Context: an optimization exercise on an open-source flow, tuned for small area and a short achievable clock period. The choices shown serve that exercise and are no tape-out recipe.
At most, simulation tests tie the RTL to the original design; equivalence was not proved.
No activity file was given, so power comes from the tool's default toggle rates. The flow treats the clock pin as an ideal source, which a real chip does not have.

run 1:
Design top, start of the top module:
module top(
    clk,
    rst_n,
    ifm0,
    ifm1,
    ifm2,
    ifm0_en,
    ifm1_en,
    ifm2_en,
    w0,
    w1,
    w2,
    w0_en,
    w1_en,
    w2_en,
    obf0_rd_en,
    obf1_rd_en,
    obf2_rd_en,
    obf0_empty,
    obf1_empty,
    obf2_empty,
    obf0_full,
    obf1_full,
    obf2_full,
    obf0_err,
    obf1_err,
    obf2_err,
    obf0_out,
    obf1_out,
    obf2_out
);
parameter DATA_WIDTH=8;
input clk,rst_n;
input ifm0_en,ifm1_en,ifm2_en;
input w0_en,w1_en,w2_en;
input [DATA_WIDTH-1:0] ifm0,ifm1,ifm2;
input [DATA_WIDTH-1:0] w0,w1,w2;
input obf0_rd_en,obf1_rd_en,obf2_rd_en;
output obf0_empty,obf1_empty,obf2_empty;
output obf0_full,obf1_full,obf2_full;
output obf0_err,obf1_err,obf2_err;
output [2*DATA_WIDTH-1:0] obf0_out,obf1_out,obf2_out;
localparam DW = DATA_WIDTH;
wire [2:0] fen [0:2];
wire [2:0] wen [0:2];
wire [DW-1:0] ifm_in [0:2];
wire [DW-1:0] w_in [0:2];
wire ifm_en_in [0:2];
wire w_en_in [0:2];
assign ifm_in[0] = ifm0; assign ifm_in[1] = ifm1; assign ifm_in[2] = ifm2;
assign w_in[0] = w0; assign w_in[1] = w1; assign w_in[2] = w2;
assign ifm_en_in[0] = ifm0_en; assign ifm_en_in[1] = ifm1_en; assign ifm_en_in[2] = ifm2_en;
assign w_en_in[0] = w0_en; assign w_en_in[1] = w1_en; assign w_en_in[2] = w2_en;
wire [3:0] fe [0:2];
wire [3:0] we [0:2];
wire [3*DW-1:0] fdx [0:2];
wire [4*DW-1:0] wd [0:2];
genvar i, j;
generate
for (i = 0; i < 3; i = i + 1) begin : g_bus
    wire [(i == 0 ? 2 : 1)*DW-1:0] fd;
    wire [3*DW-1:0] wdt;
    input_bus #(.BUS_WIDTH(DW), .DTAPS(i == 0 ? 2 : 1)) ifm_bus (
  ...
Size: ~5,100 cells after synthesis, roughly 1,500 flip-flops, about 120 I/O pins.
clock: 5.0 ns
lec_check: 0
cap_margin: 20
core_margin: 2
core_utilization: 55
cts_cluster_diameter: 100
cts_cluster_size: 30
place_density: 0.75
setup_slack_margin: 2.8
slew_margin: 20
run.sh (not shown) runs the stock make flow with config.mk's settings and CLKGATE_MAP_FILE= SYNTH_SCRIPT=/design/flow/synth_recipe.tcl, a recipe that flattens the netlist after the stock synthesis.
Relative to run 1, the following input files were edited for run 2:
Settings: a change of CORE_UTILIZATION from 55 to 40; a change of PLACE_DENSITY from 0.75 to 0.6.
Notes after the runs:
Each of the runs, namely run 2 and run 1, reached the end of the flow and came out clean. Diff run 1 -> run 2 | power after layout | up slightly. Run 1 vs run 2, library cell contributing the largest single delay on the critical path: sky130_fd_sc_hd__dfrtp_1 vs sky130_fd_sc_hd__dfstp_2. Compared with run 1, run 2 degrades final HPWL from detailed placement. The clock period minus worst slack of run 2 was inferior to that of run 1. [compare] base=run 1 new=run 2: final clock skew higher, die area now sits higher, total number of vias lower.
[inputs] run 3 vs run 2
==> flow/flow/run.sh (new file) <==
#!/bin/bash
# Layout flow: the standard flow (standard.sh), with two changes:
#  - the port buffers start as buf_2 (repair may still resize them),
#  - clock tree synthesis inserts no dummy loads.
# standard.sh's output goes to standard.log in the work folder; ORFS keeps
# each step's full log under orfs/logs/.
cp standard.sh standard_sh.txt
export BUFFER_PORTS_ARGS="-buffer_cell sky130_fd_sc_hd__buf_2"
export CTS_ARGS="-sink_clustering_enable -repair_clock_nets -sink_clustering_size 30 -sink_clustering_max_diameter 100 -dont_use_dummy_load"
bash standard.sh > standard.log 2>&1
==> flow/standard.sh (new file) <==
#!/bin/bash
# synth_recipe.tcl (not shown) runs the flow's synth.tcl, then flattens the netlist and writes it again
# the make line also repeats each setting of config.mk as NAME=value (left out here)
make -C /OpenROAD-flow-scripts/flow DESIGN_CONFIG=/design/flow/config.mk WORK_HOME=/design/flow/orfs CLKGATE_MAP_FILE= SYNTH_SCRIPT=/design/flow/synth_recipe.tcl "${@:-finish}"
removed: flow/run.sh
Hold slack (lower): run 2. Run 2 → run 3: transition at the pin with the smallest max-transition slack shows a reduction of 37 ps, data required time at the worst endpoint shows no meaningful change, total half-perimeter wirelength after legalization and detailed placement shows an increase of about 1.6%, maximum clock rate shows an increase of 0.55%, share of synthesized area spent on multiplexers shows no meaningful change.
No run of this note included a check of the RTL's function; only the layout flow was run.

Another version of the RTL of top (not shown whole).
Size: about 6,500 cells after synthesis, about 1,500 flip-flops, about 120 I/O pins.
export LEC_CHECK = 0
export ABC_AREA = 1
export CAP_MARGIN = 20
export CORE_MARGIN = 2
export CORE_UTILIZATION = 40
export CTS_CLUSTER_DIAMETER = 100
export CTS_CLUSTER_SIZE = 30
export PLACE_DENSITY = 0.6
export SETUP_SLACK_MARGIN = 2.8
export SLEW_MARGIN = 20
create_clock -name core_clock -period 5.0 [get_ports {clk}]
standard.sh (not shown) runs the stock make flow with config.mk's settings and CLKGATE_MAP_FILE= SYNTH_SCRIPT=/design/flow/synth_recipe.tcl, a recipe that flattens the netlist after the stock synthesis.
==> flow/flow/run.sh <==
#!/bin/bash
# Layout flow: the standard flow (standard.sh), with two changes:
#  - the port buffers start as buf_2 (repair may still resize them),
#  - clock tree synthesis inserts no dummy loads.
# standard.sh's output goes to standard.log in the work folder; ORFS keeps
# each step's full log under orfs/logs/.
cp standard.sh standard_sh.txt
export BUFFER_PORTS_ARGS="-buffer_cell sky130_fd_sc_hd__buf_2"
export CTS_ARGS="-sink_clustering_enable -repair_clock_nets -sink_clustering_size 30 -sink_clustering_max_diameter 100 -dont_use_dummy_load"
bash standard.sh > standard.log 2>&1
Then changed:
- ABC_AREA: 1 -> unset
- SETUP_SLACK_MARGIN: 2.8 -> 2.6
After rerunning: The new run passed the timing, DRC and antenna checks. Synthesized cell count is lower by a quarter to a third. Global-route usage is lower by 0.76 points. Setup slack gets worse by 0.026 ns. Final area is lower by a few percent.
Then changed:
- SETUP_SLACK_MARGIN: 2.6 -> 2.7
- TNS_END_PERCENT: unset -> 30
Maximum frequency stays flat; worst setup slack hardly moves; first-iteration DRC count drops by roughly a tenth; total power hardly moves; register-to-register slack hardly moves; combinational power barely changes; synthesized cell count is unchanged; die area stays the same; via count rises slightly; cell area goes up slightly; worst hold slack got worse by 0.028 ns.

top, a different RTL version from the one above (not shown whole).
Size in the first run: ~1500 flip-flops, roughly 120 I/O pins.
Settings: LEC_CHECK=0, CAP_MARGIN=20, CORE_MARGIN=2, CORE_UTILIZATION=40, PLACE_DENSITY=0.6, SLEW_MARGIN=20; clock period 5.0 ns.
run.sh (not shown) runs the stock make flow with config.mk's settings and CLKGATE_MAP_FILE= SYNTH_SCRIPT=/design/flow/synth_recipe.tcl, a recipe that flattens the netlist after the stock synthesis.
Stock flow here: none of the scripts above is used.
Rerun with:
--- a/flow/config.mk
+++ b/flow/config.mk
@@ -10,3 +10,5 @@
 export CORE_UTILIZATION = 40
+export CTS_BUF_LIST = sky130_fd_sc_hd__clkbuf_8
 export PLACE_DENSITY = 0.6
+export SETUP_SLACK_MARGIN = 2.4
 export SLEW_MARGIN = 20
The new run went through all stages and came out clean.
Sequential share of layout area shrinks by 0.42 points.
Via count rose by a few percent.
Worst hold slack gains 150 ps.
Rerun with:
--- a/flow/config.mk
+++ b/flow/config.mk
@@ -10,3 +10,4 @@
 export CORE_UTILIZATION = 40
-export CTS_BUF_LIST = sky130_fd_sc_hd__clkbuf_8
+export CTS_CLUSTER_DIAMETER = 100
+export CTS_CLUSTER_SIZE = 30
 export PLACE_DENSITY = 0.6
What happened:
- fmax increases by 2.8%
- core utilization fell by 2.1 points
- final area shrinks by 4.5%
- critical path depth is higher by 1
- cell count is lower by 4.8%
- area after synthesis stays the same
- via count shrinks by 3.9%
- register-to-register slack improves by 70 ps
- total power decreases by 15%
- worst setup slack is better by 73 ps

top, a different RTL version from the one above (not shown whole).
Size: about 4800 cells after synthesis, roughly 1500 flip-flops, ~0.064 mm2 of cells after synthesis.
Settings: LEC_CHECK=0, CAP_MARGIN=20, CORE_MARGIN=2, CORE_UTILIZATION=40, CTS_CLUSTER_DIAMETER=100, CTS_CLUSTER_SIZE=30, PLACE_DENSITY=0.65, SETUP_SLACK_MARGIN=2.6, SLEW_MARGIN=20; clock period 5.0 ns.
standard.sh (not shown) runs the stock make flow with config.mk's settings and CLKGATE_MAP_FILE= SYNTH_SCRIPT=/design/flow/synth_recipe.tcl, a recipe that flattens the netlist after the stock synthesis.
Scripts as last shown in full above: flow/flow/run.sh
The starting point finished clean.
==> next run, changes <==
- PLACE_DENSITY: 0.65 -> 0.6
- SETUP_SLACK_MARGIN: 2.6 -> 2.7
Cell count increases slightly.
Die area is unchanged.
Final area went up slightly.
Power rose slightly.
Synthesized cell count is unchanged.
Routed wire length went up by a few percent.
Register-to-register slack improves by 20 ps.
Core utilization climbs by 0.73 points.
==> next run, changes <==
- SETUP_SLACK_MARGIN: 2.7 -> 2.5
The new run finished with timing, DRC and antenna clean.
Cell count came out lower slightly.
Via count falls slightly.
Global-route usage hardly moves.
Hold slack improves by 80 ps.
Synthesized cell count stays the same.
Wire length went down slightly.
==> next run, changes <==
- GPL_ROUTABILITY_DRIVEN: unset -> 0
- SETUP_SLACK_MARGIN: 2.5 -> 2.6
After rerunning:
- flip-flop and latch count does not change
- synthesized cell count stays the same
- die area does not change
- synthesized area stays the same
- critical path depth went down by 2
- design area is about the same
- worst hold slack gets worse by 61 ps
- worst setup slack improves by 210 ps
- non-clock buffer count is unchanged

== v30 ==
top again, from the RTL that the note above started with.
Settings: LEC_CHECK=0, CAP_MARGIN=20, CORE_MARGIN=2, CORE_UTILIZATION=40, CTS_CLUSTER_DIAMETER=100, CTS_CLUSTER_SIZE=30, PLACE_DENSITY=0.6, SETUP_SLACK_MARGIN=2.6, SLEW_MARGIN=20; clock period 5.0 ns.
Scripts as last shown in full above: flow/flow/run.sh
v30: done, clean on timing, DRC and antenna
Modified inputs, v10 compared to v30
Settings: SETUP_SLACK_MARGIN: 2.6 -> 2.8.
Notes after the runs:
- v10 went all the way through synthesis, placement and routing and the layout is clean on timing, DRC and antenna.
- Master of the slowest instance on the critical path: fa_2 -> v30, dfrtp_1 -> v10
- Post-route minimum period deteriorates in v10 relative to v30.
- Across both runs, share of layout cells above drive strength 1 was higher for v10 than for v30.
- v10 vs. v30: amount of wire on met2 after detailed routing went up by about 3.6%, worst hold slack went down by 0.026 ns, wire length went up by 3.6%, power went up by 0.16 mW, via count went up by 1086.
- NOTE number of standard cells in the layout, taps in and fillers out v30->v10 increased by a few percent
### v10 -> v43
Settings: CORE_UTILIZATION changed from 40 to 45; SETUP_SLACK_MARGIN changed from 2.8 to 2.6.
Notes after the runs:
v43 vs. v10: clock latency of the later-clocked register in the worst-skew pair saw a decrease; routed length on met3 saw an increase; via count saw a decrease.
v43 and v10 all finish clean.
Compared with v10, in v43 worst hold slack +0.16 ns; sum of buffers and inverters on the critical path lower.
v10 → v43: clock-buffer cell count went down by 1.7%; clock group share of total power went down by 0.2 points; die area went down by about 11%; final total power went down by about 0.46%; power in combinational cells went down by about 3%.

run A:
RTL: one of the versions met above, not the one the previous note started from.
Size in the first run: ~5,000 cells after synthesis, ~1,500 flip-flops, roughly 120 I/O pins, about 65,000 sq um of cells after synthesis.
Settings: LEC_CHECK=0, CAP_MARGIN=20, CORE_MARGIN=2, CORE_UTILIZATION=40, CTS_CLUSTER_DIAMETER=100, CTS_CLUSTER_SIZE=30, PLACE_DENSITY=0.6, SETUP_SLACK_MARGIN=2.8, SLEW_MARGIN=20; clock period 5.0 ns.
Scripts as last shown in full above: flow/flow/run.sh
Changes in run B relative to run A:
-- flow/config.mk --
<<< run A, line 13
export PLACE_DENSITY = 0.6
export SETUP_SLACK_MARGIN = 2.8
export SLEW_MARGIN = 20
>>> run B, line 13
export PLACE_DENSITY = 0.6
export SETUP_SLACK_MARGIN = 2.5
export SLEW_MARGIN = 20
--- outcome ---
- Both conditions hold for run B: the flow ran to the end and the final layout passed the timing, DRC and antenna checks.
- [run B] post-layout net count fell 198 relative to run A
- On clock share of power, run B and run A are basically level.
- Lower worst hold slack goes to run B over run A.
- Diff run A -> run B | post-route cell area | down by a few percent
- On average detailed-routed wire length per instance, the lower figure sits with run B, not run A.
- Changes observed in run B relative to run A: post-route clock period utilization went up 2.9 points, switching fraction of total power saw little to no change.
--- input diff run B..run C ---
-- flow/config.mk --
<<< run B, line 13
export PLACE_DENSITY = 0.6
export SETUP_SLACK_MARGIN = 2.5
export SLEW_MARGIN = 20
>>> run C, line 13
export PLACE_DENSITY = 0.6
export SETUP_SLACK_MARGIN = 2.7
export SLEW_MARGIN = 20
Notes after the runs:
- Proportion of power drawn by combinational gates: run C vs run B up 0.2 points
- Compare run B and run C | non-clock buffer total of the final layout lower: run B
- Summary of run C over run B: total area of sequential cells saw an increase, global-route usage saw an increase, met2 track utilization from global routing saw an increase.
- Compared with run B, run C instantiates a larger number of cells.
- Kind of critical path: reg2reg -> run B, reg2out -> run C
--- input diff run C..run D ---
==> flow/flow/run.sh <==
#!/bin/bash
# Layout flow: the standard flow (standard.sh), with two changes:
#  - the port buffers start as buf_2 (repair may still resize them),
#  - clock tree synthesis inserts no dummy loads and uses clkbuf_8 below
#    its root buffer.
# standard.sh's output goes to standard.log in the work folder; ORFS keeps
# each step's full log under orfs/logs/.
cp standard.sh standard_sh.txt
export BUFFER_PORTS_ARGS="-buffer_cell sky130_fd_sc_hd__buf_2"
export CTS_ARGS="-sink_clustering_enable -repair_clock_nets -root_buf sky130_fd_sc_hd__clkbuf_16 -buf_list sky130_fd_sc_hd__clkbuf_8 -sink_clustering_size 20 -sink_clustering_max_diameter 80 -dont_use_dummy_load"
bash standard.sh > standard.log 2>&1
-- flow/config.mk --
<<< run C, line 13
export PLACE_DENSITY = 0.6
export SETUP_SLACK_MARGIN = 2.7
export SLEW_MARGIN = 20
>>> run D, line 13
export PLACE_DENSITY = 0.6
export SETUP_SLACK_MARGIN = 2.6
export SLEW_MARGIN = 20
## What came out
- The kind of critical path comes out reg2reg in one run and reg2out in the other, namely in run D and run C respectively.
- [compare] base=run C new=run D: highest achievable clock rate fell 2.4%, total wire length after detailed routing fell 1.1%, utilization fell 0.74 points.
> inputs changed (run D -> run E)
==> flow/run.sh (new file) <==
#!/bin/bash
# synth_recipe.tcl (not shown) runs the flow's synth.tcl, then flattens the netlist and writes it again
# the make line also repeats each setting of config.mk as NAME=value (left out here)
make -C /OpenROAD-flow-scripts/flow DESIGN_CONFIG=/design/flow/config.mk WORK_HOME=/design/flow/orfs CLKGATE_MAP_FILE= SYNTH_SCRIPT=/design/flow/synth_recipe.tcl finish
-- flow/config.mk --
<<< run D, line 13
export PLACE_DENSITY = 0.6
export SETUP_SLACK_MARGIN = 2.6
export SLEW_MARGIN = 20
>>> run E, line 13
export PLACE_DENSITY = 0.6
export SETUP_SLACK_MARGIN = 3.0
export SLEW_MARGIN = 20
removed: flow/flow/run.sh
removed: flow/standard.sh
[summary]
Across run D and run E, the outcome is the same: a clean finish for every run.
Run D → run E: finished layout cell area higher, maximum frequency higher.
Compared with run D, run E shows a higher total power after layout.
Higher number of detailed-routing iterations run before antenna repair goes to run D over run E.
Run E — slack of the worst reg-to-reg path 0.06 ns higher, run D as reference
[compare] base=run D new=run E: count of clock-buffer cells in the layout increased 2.2%; cell area after placement increased 860 sq um; global-route usage increased 0.90 points.

== the reference run ==
Another version of the RTL of top (not shown whole).
Size in the first run: roughly 64000 um2 of cells after synthesis.
Settings: LEC_CHECK=0, CAP_MARGIN=20, CORE_MARGIN=2, CORE_UTILIZATION=40, CTS_CLUSTER_DIAMETER=100, CTS_CLUSTER_SIZE=30, PLACE_DENSITY=0.6, SETUP_SLACK_MARGIN=2.7, SLEW_MARGIN=20; clock period 5.0 ns.
==> flow/flow/run.sh <==
#!/bin/bash
# Layout flow: the standard flow (standard.sh), with two changes:
#  - the port buffers start as buf_2 (repair may still resize them),
#  - clock tree synthesis inserts no dummy loads.
# standard.sh's output goes to standard.log in the work folder; ORFS keeps
# each step's full log under orfs/logs/.
cp standard.sh standard_sh.txt
export BUFFER_PORTS_ARGS="-buffer_cell sky130_fd_sc_hd__buf_2"
export CTS_ARGS="-sink_clustering_enable -repair_clock_nets -sink_clustering_size 30 -sink_clustering_max_diameter 100 -dont_use_dummy_load"
bash standard.sh > standard.log 2>&1
## Diff of input files: the trial run against the reference run
- SETUP_SLACK_MARGIN now 2.6, was 2.7
Results
- The trial run has more setup slack than the reference run.
- Changes observed in the trial run relative to the reference run: relative max-transition margin roughly the same, global-route usage higher, non-clock buffer count lower, final design utilization lower.
- Diff the trial run..the reference run | post-synth design cell area | negligible
- The trial run reports its capture point of the worst path as g_row[2].g_col[0].pe.S[2] while the reference run reports g_row[0].g_col[1].pe.S[3].
- The trial run ran to completion and came out clean on the timing, DRC and antenna checks.
- The trial run against the reference run: largest net degree at the start of global routing rose by 19%; cell count dropped 73.
- Summary of the trial run over the reference run: met1 usage shrank by 0.93 points; total power shrank by about 1%.
- Endpoint required time on the critical path in the trial run vs the reference run: down 0.04 ns
No functional check of the RTL was part of any run of this note.

==> separate check: timing with driven ports <==
The flow's constraints put no driver on any port. The routed layouts listed below were extracted and timed again, unchanged, in two steps.
Step 1 assumes that a clkbuf_16 drives the clock port and a buf_2 every other input.
Step 2 also shifts input and output timing later by t, the mid clock arrival at the registers, as if the neighbouring blocks saw the same clock.
Three values: ideal ports, drivers, drivers and shift; two values: the first two.
| run | shift t [ns] | setup WS [ns] | hold WS [ns] | worst register clock-pin slew, ns | pins driven straight from the clock port |
|---|---|---|---|---|---|
| run 1 | 0.795 | 2.587 / 2.513 / 2.220 | 0.266 / 0.237 / 0.418 | 0.12 / 0.12 | 1 |
| run 2 | 0.781 | 2.579 / 2.501 / 2.265 | 0.219 / 0.191 / 0.412 | 0.12 / 0.12 | 1 |
| run 3 | 0.773 | 2.592 / 2.513 / 2.600 | 0.326 / 0.297 / 0.406 | 0.12 / 0.12 | 1 |
| the first run of note 2 | 0.762 | 2.636 / 2.561 / 2.494 | 0.274 / 0.252 / 0.342 | 0.12 / 0.12 | 1 |
| the second run of note 2 | 0.746 | 2.610 / 2.567 / 2.607 | 0.183 / 0.157 / 0.361 | 0.12 / 0.12 | 1 |
| the third run of note 2 | 0.746 | 2.612 / 2.561 / 2.483 | 0.155 / 0.131 / 0.397 | 0.12 / 0.12 | 1 |
| the first run of note 3 | 0.863 | 1.864 / 1.864 / 1.864 | 0.248 / 0.203 / 0.395 | 0.06 / 0.06 | 1 |
| the second run of note 3 | 1.018 | 2.337 / 2.298 / 1.964 | 0.396 / 0.396 / 0.396 | 0.07 / 0.07 | 1 |
| the third run of note 3 | 0.800 | 2.409 / 2.404 / 1.999 | 0.185 / 0.144 / 0.410 | 0.12 / 0.12 | 1 |
| the first run of note 4 | 0.754 | 2.641 / 2.577 / 2.438 | 0.307 / 0.281 / 0.380 | 0.12 / 0.12 | 1 |
| the second run of note 4 | 0.748 | 2.664 / 2.592 / 2.494 | 0.172 / 0.150 / 0.406 | 0.12 / 0.12 | 1 |
| the third run of note 4 | 0.766 | 2.463 / 2.463 / 2.463 | 0.252 / 0.222 / 0.400 | 0.12 / 0.12 | 1 |
| the fourth run of note 4 | 0.758 | 2.669 / 2.594 / 2.470 | 0.191 / 0.170 / 0.364 | 0.12 / 0.12 | 1 |
| v30 | 0.758 | 2.669 / 2.594 / 2.470 | 0.191 / 0.170 / 0.364 | 0.12 / 0.12 | 1 |
| v10 | 0.762 | 2.660 / 2.585 / 2.554 | 0.166 / 0.146 / 0.426 | 0.12 / 0.12 | 1 |
| v43 | 0.771 | 2.625 / 2.599 / 2.535 | 0.321 / 0.294 / 0.409 | 0.12 / 0.12 | 1 |
| run A | 0.751 | 2.631 / 2.584 / 2.467 | 0.272 / 0.249 / 0.402 | 0.12 / 0.12 | 1 |
| run B | 0.764 | 2.485 / 2.485 / 2.400 | 0.242 / 0.209 / 0.407 | 0.12 / 0.12 | 1 |
| run C | 0.757 | 2.655 / 2.580 / 2.404 | 0.247 / 0.224 / 0.416 | 0.12 / 0.12 | 1 |
| run D | 0.736 | 2.597 / 2.597 / 2.525 | 0.265 / 0.241 / 0.409 | 0.12 / 0.12 | 1 |
| run E | 0.782 | 2.654 / 2.599 / 2.311 | 0.314 / 0.285 / 0.432 | 0.12 / 0.12 | 1 |
| the reference run | 0.760 | 2.523 / 2.523 / 2.314 | 0.320 / 0.289 / 0.363 | 0.12 / 0.12 | 1 |
| the trial run | 0.763 | 2.532 / 2.514 / 2.311 | 0.353 / 0.297 / 0.353 | 0.12 / 0.12 | 1 |
After both steps setup and hold are still met in every run listed. The setup slack of the third run of note 3, which loses most, moves by -0.005 ns with the drivers and by -0.410 ns with both steps.
